This design comes from an exercise in tuning for small area, a short achievable clock period and few clock cycles per item on the open sky130 flow, not from production work. RTL that was checked went through simulation tests only; none was proved equivalent to the original. No activity file was given, so power comes from the tool's default toggle rates.

== run A ==
Design EQ, start of the top module:
module EQ(
    clk,
    rst_n,
    in_valid,
    in_row,
    in_col,
    out_valid,
    out
);
input clk, rst_n, in_valid;
input [2:0] in_row, in_col;
output logic out_valid;
output logic [2:0] out;
logic       got_a;       
logic       calc;        
logic       ph;          
logic [2:0] k;           
logic [7:0] ra, ca;      
logic [7:0] rb, cb;      
logic [7:0] in_r, in_c;  
logic [5:0] idx;         
logic       h;
logic       hit;         
logic [5:0] idx_next;
logic [2:0] col0;        
logic [2:0] col;         
EQ_match u_match (.ra(ra), .ca(ca), .rb(rb), .cb(cb), .ph(ph), .hit(hit), .idx(idx_next), .col0(col0));
EQ_rom u_rom (.idx(idx), .k(k), .h(h), .col(col));
always_comb begin
    in_r = 8'd0; in_r[in_row] = 1'b1;
    in_c = 8'd0; in_c[in_col] = 1'b1;
end
always_ff @(posedge clk) begin
    if (!got_a && !calc) begin ra <= in_r; ca <= in_c; end
    else if (calc && !ph) ca <= {ca[0], ca[1], ca[2], ca[3], ca[4], ca[5], ca[6], ca[7]};
    if (!calc) begin rb <= in_r; cb <= in_c; end
    else if (!ph) cb <= {cb[0], cb[1], cb[2], cb[3], cb[4], cb[5], cb[6], cb[7]};
    if (calc) begin idx <= idx_next; h <= ph; end
    if (calc) out <= col0;
    else if (out_valid) out <= col;
end
always_ff @(posedge clk or negedge rst_n) begin
    if (!rst_n) begin
  ...
Size: roughly 1300 cells after synthesis, roughly 7200 sq um of cells after synthesis.
==> flow/config.mk <==
export PLATFORM = sky130hd
export DESIGN_NAME = EQ
export DESIGN_NICKNAME = EQ
export VERILOG_FILES = /design/flow/design.v
export SDC_FILE = /design/flow/constraint.sdc
export NUM_CORES = 4
export LEC_CHECK = 0
export ABC_AREA = 1
export CAP_MARGIN = 20
export CORE_MARGIN = 2
export CORE_UTILIZATION = 50
export PLACE_DENSITY = 0.9
export SETUP_SLACK_MARGIN = 2.7
export SLEW_MARGIN = 20
==> flow/constraint.sdc <==
create_clock -name core_clock -period 5.5 [get_ports {clk}]
set_input_delay 1.1000 -clock core_clock [delete_from_list [all_inputs] [get_ports {clk}]]
set_output_delay 1.1000 -clock core_clock [all_outputs]
set_load 0.01 [all_outputs]
run.sh (not shown) runs the stock make flow with config.mk's settings and CLKGATE_MAP_FILE= SYNTH_SCRIPT=/design/flow/synth_recipe.tcl, a recipe that flattens the netlist after the stock synthesis.
Testbench counts of run A, summed over its fixed seeds: cycles 4,707, puzzles 384.
> inputs changed (run A -> run B)
# run A
export LEC_CHECK = 0
export ABC_AREA = 1
export CAP_MARGIN = 20
export CORE_MARGIN = 2
export CORE_UTILIZATION = 50
export PLACE_DENSITY = 0.9
export SETUP_SLACK_MARGIN = 2.7
export SLEW_MARGIN = 20
create_clock -name core_clock -period 5.5 [get_ports {clk}]
# run B
export LEC_CHECK = 0
export ABC_AREA = 1
export CAP_MARGIN = 20
export CORE_MARGIN = 2
export CORE_UTILIZATION = 50
export SETUP_SLACK_MARGIN = 3.0
export SLEW_MARGIN = 20
create_clock -name core_clock -period 5.5 [get_ports {clk}]
Notes after the runs:
- In summary, run B completed successfully, with a layout that passed the timing, design-rule and antenna checks.
- Run B ended up with a lower sequential share of cell area than run A did.
- [compare] base=run A new=run B: count of plain and timing-repair buffers grew by 66; global routing usage on met2 rose 4.7 points; sum of routed wire length over all layers has increased.
What run C does differently from run B at the input level:
# run B
export LEC_CHECK = 0
export ABC_AREA = 1
export CAP_MARGIN = 20
export CORE_MARGIN = 2
export CORE_UTILIZATION = 50
export SETUP_SLACK_MARGIN = 3.0
export SLEW_MARGIN = 20
create_clock -name core_clock -period 5.5 [get_ports {clk}]
# run C
export LEC_CHECK = 0
export ABC_AREA = 1
export CAP_MARGIN = 20
export CORE_MARGIN = 2
export CORE_UTILIZATION = 50
export PLACE_DENSITY = 0.9
export SETUP_SLACK_MARGIN = 2.5
export SLEW_MARGIN = 20
create_clock -name core_clock -period 5.5 [get_ports {clk}]
Results
Share of cell area taken by multi-input logic gates was higher in run C than in run B. The proportion of power drawn by combinational gates number comes out lower for run C vs run B. Compared with run B, run C shows ratio of cells with drive above 1 in the final layout lower by 21 points. Comparing run B and run C, minimum setup slack in the final design is lower on run C. k[2]$_DFFE_PN0P_ as the worst setup path startpoint was reported by run C, and cb[7]$_DFFE_PP_ by run B. Clock power share: run C > run B. [run C vs run B] clock network power: lower in run C. On non-clock buffer count: run C sits below run B. Re area overhead of the layout relative to synthesis: run B and run C aren't equal, and the higher value belongs to run B. Compared with run B, run C shows a lower internal portion of total power. [compare] base=run B new=run C: adder-cell area share of the yosys netlist flat; clock network area share up 0.29 points.

---

EQ again, from the RTL that the note above started with.
make LEC_CHECK=0 ABC_AREA=1 CAP_MARGIN=20 CORE_MARGIN=2 CORE_UTILIZATION=50 SETUP_SLACK_MARGIN=2.0 SLEW_MARGIN=20 finish   # period 5.5 ns
The first run went through all stages and came out clean.
Testbench counts at the start, summed over its fixed seeds: cycles 4,707, puzzles 384.
Next try:
PLACE_DENSITY = 0.8   (was default)
SETUP_SLACK_MARGIN = 2.5   (was 2.0)
=> Routed wire length is about the same; first-iteration DRC count increases by 32%; power climbs by 2.1%; worst hold slack is better by 8.0 ps; setup slack improved by 260 ps; count of clock-buffer cells in the layout does not change; sequential power decreases by 3.9%.
Next try:
PLACE_DENSITY = default   (was 0.8)
SETUP_SLACK_MARGIN = default   (was 2.5)
Synthesized area stays the same.
Cell area decreases by 2.2%.
Worst setup slack loses 260 ps.
Wire length barely changes.
Maximum frequency decreases by 8.6%.
Sequential share of layout area increases by 0.39 points.
Die area stays the same.
Via count decreases by 4.0%.
Sequential power increases by 4.0%.
Worst hold slack loses 8.0 ps.
Clock-buffer cell count does not change.
Next try:
SETUP_SLACK_MARGIN = 2.5   (was default)
What happened: Worst hold slack improved by 10 ps. Count of clock-buffer cells in the layout stays the same. Final area came out higher by 5.0%. Combinational power came out higher by about 9%. Final cell count came out higher by 3.1%.

---

Setup of v15:
Another version of the RTL of EQ (not shown whole).
Size: about 1100 cells after synthesis, roughly 74 flip-flops, about 13 I/O pins.
Settings: LEC_CHECK=0, ABC_AREA=1, CAP_MARGIN=20, CORE_MARGIN=2, CORE_UTILIZATION=50, SETUP_SLACK_MARGIN=2.7, SLEW_MARGIN=20; clock period 5.5 ns.
Setup changes, v15 to v6
Settings: SETUP_SLACK_MARGIN: 2.7 -> unset.
Results
Hold buffer count at CTS: v6 vs v15 identical. Est. power | v6 vs v15 | v6 lower. Comparing v6 and v15, the higher sequential share of layout area is on v6. Relative to v15, the post-route fraction of the period consumed by the critical path of v6 is higher by 3.2 points. In the final reports, the cell area of v6 is smaller than that of v15. The start point of the critical path comes out ca[6] in one run and h in the other, namely in v15 and v6 respectively. Compared with v15, v6 supports a lower clock frequency. Of the two values seen for slowest library cell on the worst path, sky130_fd_sc_hd__o31ai_1 was produced by v15 and sky130_fd_sc_hd__edfxtp_1 by v6.
Function was not checked in any run of this note: the RTL went through the layout flow alone.

---

Another version of the RTL of EQ (not shown whole).
For scale: ~1100 cells after synthesis, ~13 I/O pins.
Settings: LEC_CHECK=0, ABC_AREA=1, CAP_MARGIN=20, CORE_MARGIN=2, CORE_UTILIZATION=40, SLEW_MARGIN=20; clock period 5.5 ns.
The first run finished with timing, DRC and antenna clean.
Testbench counts at the start, summed over its fixed seeds: cycles 4,707, puzzles 384.
Next try:
- CORE_UTILIZATION: 40 -> 25
Effect:
- cell area increases by 2.4%
- utilization decreases by 15 points
- clock power decreases by about 2%
- sequential share of layout area decreases by 0.29 points
- synthesized area does not change
- combinational power increases by about 3%
- synthesized cell count stays the same
- total power increases by 0.78%

==> static timing again, ports no longer ideal <==
The results above use ideal ports. As a check the final layouts listed here were re-extracted and re-timed, cells and wires unchanged. Step 1 assumes that a clkbuf_16 drives the clock port and a buf_2 every other input. Step 2 also shifts input and output timing later by t, the mid clock arrival at the registers, as if the neighbouring blocks saw the same clock. a / b / c = ideal / step 1 / step 2; a / b = the first two.
| run | t, ns | setup slack, ns | clock arrival spread, ns |
|---|---|---|---|
| run A | 0.334 | 2.795 / 2.795 / 2.559 | 0.010 / 0.010 |
| run B | 0.346 | 2.728 / 2.728 / 2.728 | 0.013 / 0.013 |
| run C | 0.334 | 2.604 / 2.604 / 2.517 | 0.010 / 0.010 |
| the first run of note 2 | 0.339 | 2.450 / 2.450 / 2.450 | 0.010 / 0.010 |
| the second run of note 2 | 0.345 | 2.713 / 2.713 / 2.602 | 0.016 / 0.016 |
| the third run of note 2 | 0.339 | 2.450 / 2.450 / 2.450 | 0.010 / 0.010 |
| the fourth run of note 2 | 0.343 | 2.666 / 2.666 / 2.549 | 0.014 / 0.014 |
| v15 | 0.381 | 2.700 / 2.700 / 2.568 | 0.009 / 0.009 |
| v6 | 0.376 | 2.525 / 2.525 / 2.342 | 0.008 / 0.008 |
| the first run of note 4 | 0.320 | 1.603 / 1.603 / 1.603 | 0.006 / 0.005 |
| the second run of note 4 | 0.322 | 1.387 / 1.387 / 1.387 | 0.007 / 0.007 |
After both steps every run listed still meets setup and hold. The setup slack of run A, which loses most, moves by 0.000 ns with the drivers and by -0.236 ns with both steps.
